Background: an optimization exercise with open tools, aiming at small area, a short achievable clock period and few clock cycles. Do not read the settings as production practice.
Function was checked by simulation only, so behaviour that the tests miss may differ from the original.
Power and IR drop assume default switching activity.

==> flow/design.v (excerpt) <==
module multipler_top #(
    parameter integer DATA_LENGTH       = 64,
    parameter integer BLOCK_LENGTH      = 16,
    parameter integer LENGTH            = 16
) (
    input  logic                        clk_i,
    input  logic                        rst_ni,
    input  logic                        start_i,
    output logic                        busy_o,
    output logic                        finish_o,
    input  logic [DATA_LENGTH-1:0]      indata_a_i,
    input  logic [DATA_LENGTH-1:0]      indata_b_i,
    output logic [DATA_LENGTH*2-1:0]    outdata_r_o
);
localparam integer K  = 6;
localparam integer R  = 3;
localparam integer N  = 11;
localparam integer NK = 66;
localparam integer M  = 67;
localparam integer W  = 73;
logic st_run, st_cpa, st_fin;
logic busy_q;
logic [3:0] cnt_q;
logic st_idle;   
logic first;     
logic [63:0]   a_q;       
logic [NK-1:0] b_q;       
logic [M-1:0]  s_q;       
logic [M-1:0]  c_q;       
logic [K-1:0]  ls_q;      
logic [K-1:0]  lc_q;      
logic          cy_q;      
logic [R-1:0]  one_q;     
logic [R-1:0]  two_q;     
logic [R-1:0]  pos_q;     
always_ff @(posedge clk_i) begin
    if (!rst_ni) begin
        st_run <= 1'b0;
        st_cpa <= 1'b0;
        st_fin <= 1'b0;
        busy_q <= 1'b0;
        first  <= 1'b1;
        st_idle <= 1'b1;
        cnt_q  <= '0;
    end else begin
        st_idle <= ~((st_idle & start_i) | st_run | st_cpa);
        first  <= ~st_run;
        busy_q <= (st_idle & start_i) | st_run;
        st_run <= (st_idle & start_i) | (st_run & ~(cnt_q == N-1));
        st_cpa <= st_run & (cnt_q == N-1);
        st_fin <= st_cpa;
        cnt_q  <= st_run ? cnt_q + 1'b1 : '0;
    end
end
wire [R-1:0] one_in, two_in, neg_in, one_nx, two_nx, neg_nx;
assign one_in[0] = (indata_b_i[0] ^ 1'b0); assign two_in[0] = ((indata_b_i[1] & ~indata_b_i[0] & ~1'b0) | (~indata_b_i[1] & indata_b_i[0] & 1'b0)); assign neg_in[0] = indata_b_i[1];
assign one_nx[0] = (b_q[6] ^ b_q[5]); assign two_nx[0] = ((b_q[7] & ~b_q[6] & ~b_q[5]) | (~b_q[7] & b_q[6] & b_q[5])); assign neg_nx[0] = b_q[7];
assign one_in[1] = (indata_b_i[2] ^ indata_b_i[1]); assign two_in[1] = ((indata_b_i[3] & ~indata_b_i[2] & ~indata_b_i[1]) | (~indata_b_i[3] & indata_b_i[2] & indata_b_i[1])); assign neg_in[1] = indata_b_i[3];
  ...
Settings: LEC_CHECK=0, CAP_MARGIN=20, CORE_MARGIN=2, CORE_UTILIZATION=45, CTS_BUF_LIST=sky130_fd_sc_hd__clkbuf_8, CTS_CLUSTER_DIAMETER=60, CTS_CLUSTER_SIZE=20, SLEW_MARGIN=20; clock period 10.0 ns.
standard.sh (not shown) runs the stock make flow with config.mk's settings and CLKGATE_MAP_FILE= SYNTH_SCRIPT=/design/flow/synth_recipe.tcl, a recipe that flattens the netlist after the stock synthesis.
==> flow/flow/run.sh <==
#!/bin/bash
set -euo pipefail
{
  echo "include $(pwd)/config.mk"
  cat flow/extra.mk
} > extra_config.mk
sed "s#DESIGN_CONFIG=[^ ]*#DESIGN_CONFIG=$(pwd)/extra_config.mk#" standard.sh > standard_extra.sh
bash standard_extra.sh > standard.log 2>&1
==> flow/flow/extra.mk <==
export SETUP_SLACK_MARGIN = 6.5
export BUFFER_PORTS_ARGS = -buffer_cell sky130_fd_sc_hd__buf_1
Testbench counts at the start, summed over its fixed seeds: cycles 33,600.
Edit:
==> flow/flow/extra.mk (replaced) <==
export SETUP_SLACK_MARGIN = 6.75
export BUFFER_PORTS_ARGS = -buffer_cell sky130_fd_sc_hd__buf_1
CTS_BUF_LIST = not set   (was sky130_fd_sc_hd__clkbuf_8)
CTS_CLUSTER_DIAMETER = 100   (was 60)
CTS_CLUSTER_SIZE = 30   (was 20)
Outcome: The new run passed the timing, design-rule and antenna checks. Total power grows by about 5.6%. Via count grows by 4.1%. Register-to-register slack gains 0.12 ns. Clock-buffer cell count shrinks by 10. Setup slack gains 0.12 ns.
Edit:
==> flow/flow/extra.mk (replaced) <==
export SETUP_SLACK_MARGIN = 6.5
export BUFFER_PORTS_ARGS = -buffer_cell sky130_fd_sc_hd__buf_1
CTS_CLUSTER_DIAMETER = not set   (was 100)
CTS_CLUSTER_SIZE = not set   (was 30)
Result:
- non-clock buffer count drops by 57
- count of clock-buffer cells in the layout went up by 29
- wire length decreases by roughly a tenth
- hold slack is about the same
- global-route usage came out lower by 0.50 points
- setup slack loses 0.059 ns
- maximum frequency is lower slightly
- synthesized cell count does not change
- combinational power went down by roughly a tenth
- final area falls by a few percent
Edit:
CTS_CLUSTER_DIAMETER = 100   (was not set)
CTS_CLUSTER_SIZE = 30   (was not set)
Effect: The new run finished clean. Power went down by 9.1%. Global-route usage went down by 0.25 points. Cell area went down by 3.1%. Count of clock-buffer cells in the layout went down by 32. Setup slack stays flat. Clock power went down by 47%. Via count went down by 1.2%. Cell count went down by about 1.3%. Wire length went down by about 1%. Die area does not change. Register-to-register slack hardly moves.


## run A
multipler_top again, from the RTL that the note above started with.
clock: 10.0 ns
lec_check: 0
cap_margin: 20
core_margin: 2
core_utilization: 45
cts_cluster_diameter: 80
cts_cluster_size: 24
slew_margin: 20
==> flow/flow/extra.mk <==
export SETUP_SLACK_MARGIN = 6.5
export BUFFER_PORTS_ARGS = -buffer_cell sky130_fd_sc_hd__buf_1
Scripts as last shown in full above: flow/flow/run.sh
Run A: done, clean on timing, DRC and antenna
Testbench counts of run A, summed over its fixed seeds: cycles 33,600.
Modified inputs, run B compared to run A
Settings: CTS_CLUSTER_SIZE: 24 -> 30; CTS_CLUSTER_DIAMETER: 80 -> 100.
-- flow/flow/extra.mk --
<<< run A, line 1
export SETUP_SLACK_MARGIN = 6.5
>>> run B, line 1
export SETUP_SLACK_MARGIN = 6.25
--- outcome ---
- When the final numbers for run A and run B were put side by side, the worst slew margin relative to its limit turned out to be greater in run B.
- Cmp run B vs run A: final core utilization lower in run B
- Between run B and run A, it is run B whose critical path depth is lower, by 6.
- Run B reports a higher post-route fraction of the period consumed by the critical path than run A does.
- The higher number of iterations in the first detailed-routing pass of run A and run B is in run A.
- Multiplexer share of the synthesized area: run B vs run A identical
- Run B vs. run A: worst hold slack rose 0.021 ns; setup slack -0.17 ns; critical path's largest stage delay grew by 0.15 ns.
The inputs of run C differ from those of run B as listed below.
Settings: changing CORE_UTILIZATION from 45 to 55; setting PLACE_DENSITY to 0.65 for the first time.
-- flow/flow/extra.mk --
<<< run B, line 1
export SETUP_SLACK_MARGIN = 6.25
>>> run C, line 1
export SETUP_SLACK_MARGIN = 6.5
- Run C finished every step from synthesis to the final layout, and the layout passed the timing, design-rule and antenna checks.
- Of run C and run B, the higher aggregate routed wire length belongs to run C.
- Compared with run B, in run C delay of the slowest critical-path stage down 0.22 ns, path length in cells of the critical path picked up an extra 15, core utilization rose 12 points, global routing usage summed across all routing layers rose by 5.2 points, minimum setup slack in the final design climbed 0.14 ns.
- Of run C and run B, it is run C that has the higher placer's final routability congestion estimate.

[static timing again, ports no longer ideal]
The flow's constraints put no driver on any port. The routed layouts listed below were extracted and timed again, unchanged, in two steps.
Step 1 assumes that a clkbuf_16 drives the clock port and a buf_2 every other input.
Step 2 times the ports against the registers' clock, not the clock port: input delays grow and output delays shrink by t, the midpoint of the rising clock arrivals with the driver on.
Slacks: ideal ports / drivers / drivers and shift; pairs: ideal ports / drivers.
run | t, ns | setup slack, ns | worst register clock-pin slew, ns | worst data-port slew with drivers (ns)
the first run of note 1 | 0.709 | 6.547 / 6.539 / 6.547 | 0.12 / 0.12 | 0.08
the second run of note 1 | 0.603 | 6.663 / 6.663 / 6.663 | 0.12 / 0.12 | 0.11
the third run of note 1 | 0.615 | 6.604 / 6.604 / 6.604 | 0.07 / 0.07 | 0.08
the fourth run of note 1 | 0.599 | 6.605 / 6.605 / 6.605 | 0.12 / 0.12 | 0.09
run A | 0.629 | 6.554 / 6.554 / 6.554 | 0.10 / 0.10 | 0.08
run B | 0.595 | 6.384 / 6.384 / 6.384 | 0.12 / 0.12 | 0.08
run C | 0.589 | 6.519 / 6.519 / 6.519 | 0.11 / 0.11 | 0.10
After both steps setup and hold are still met in every run listed.
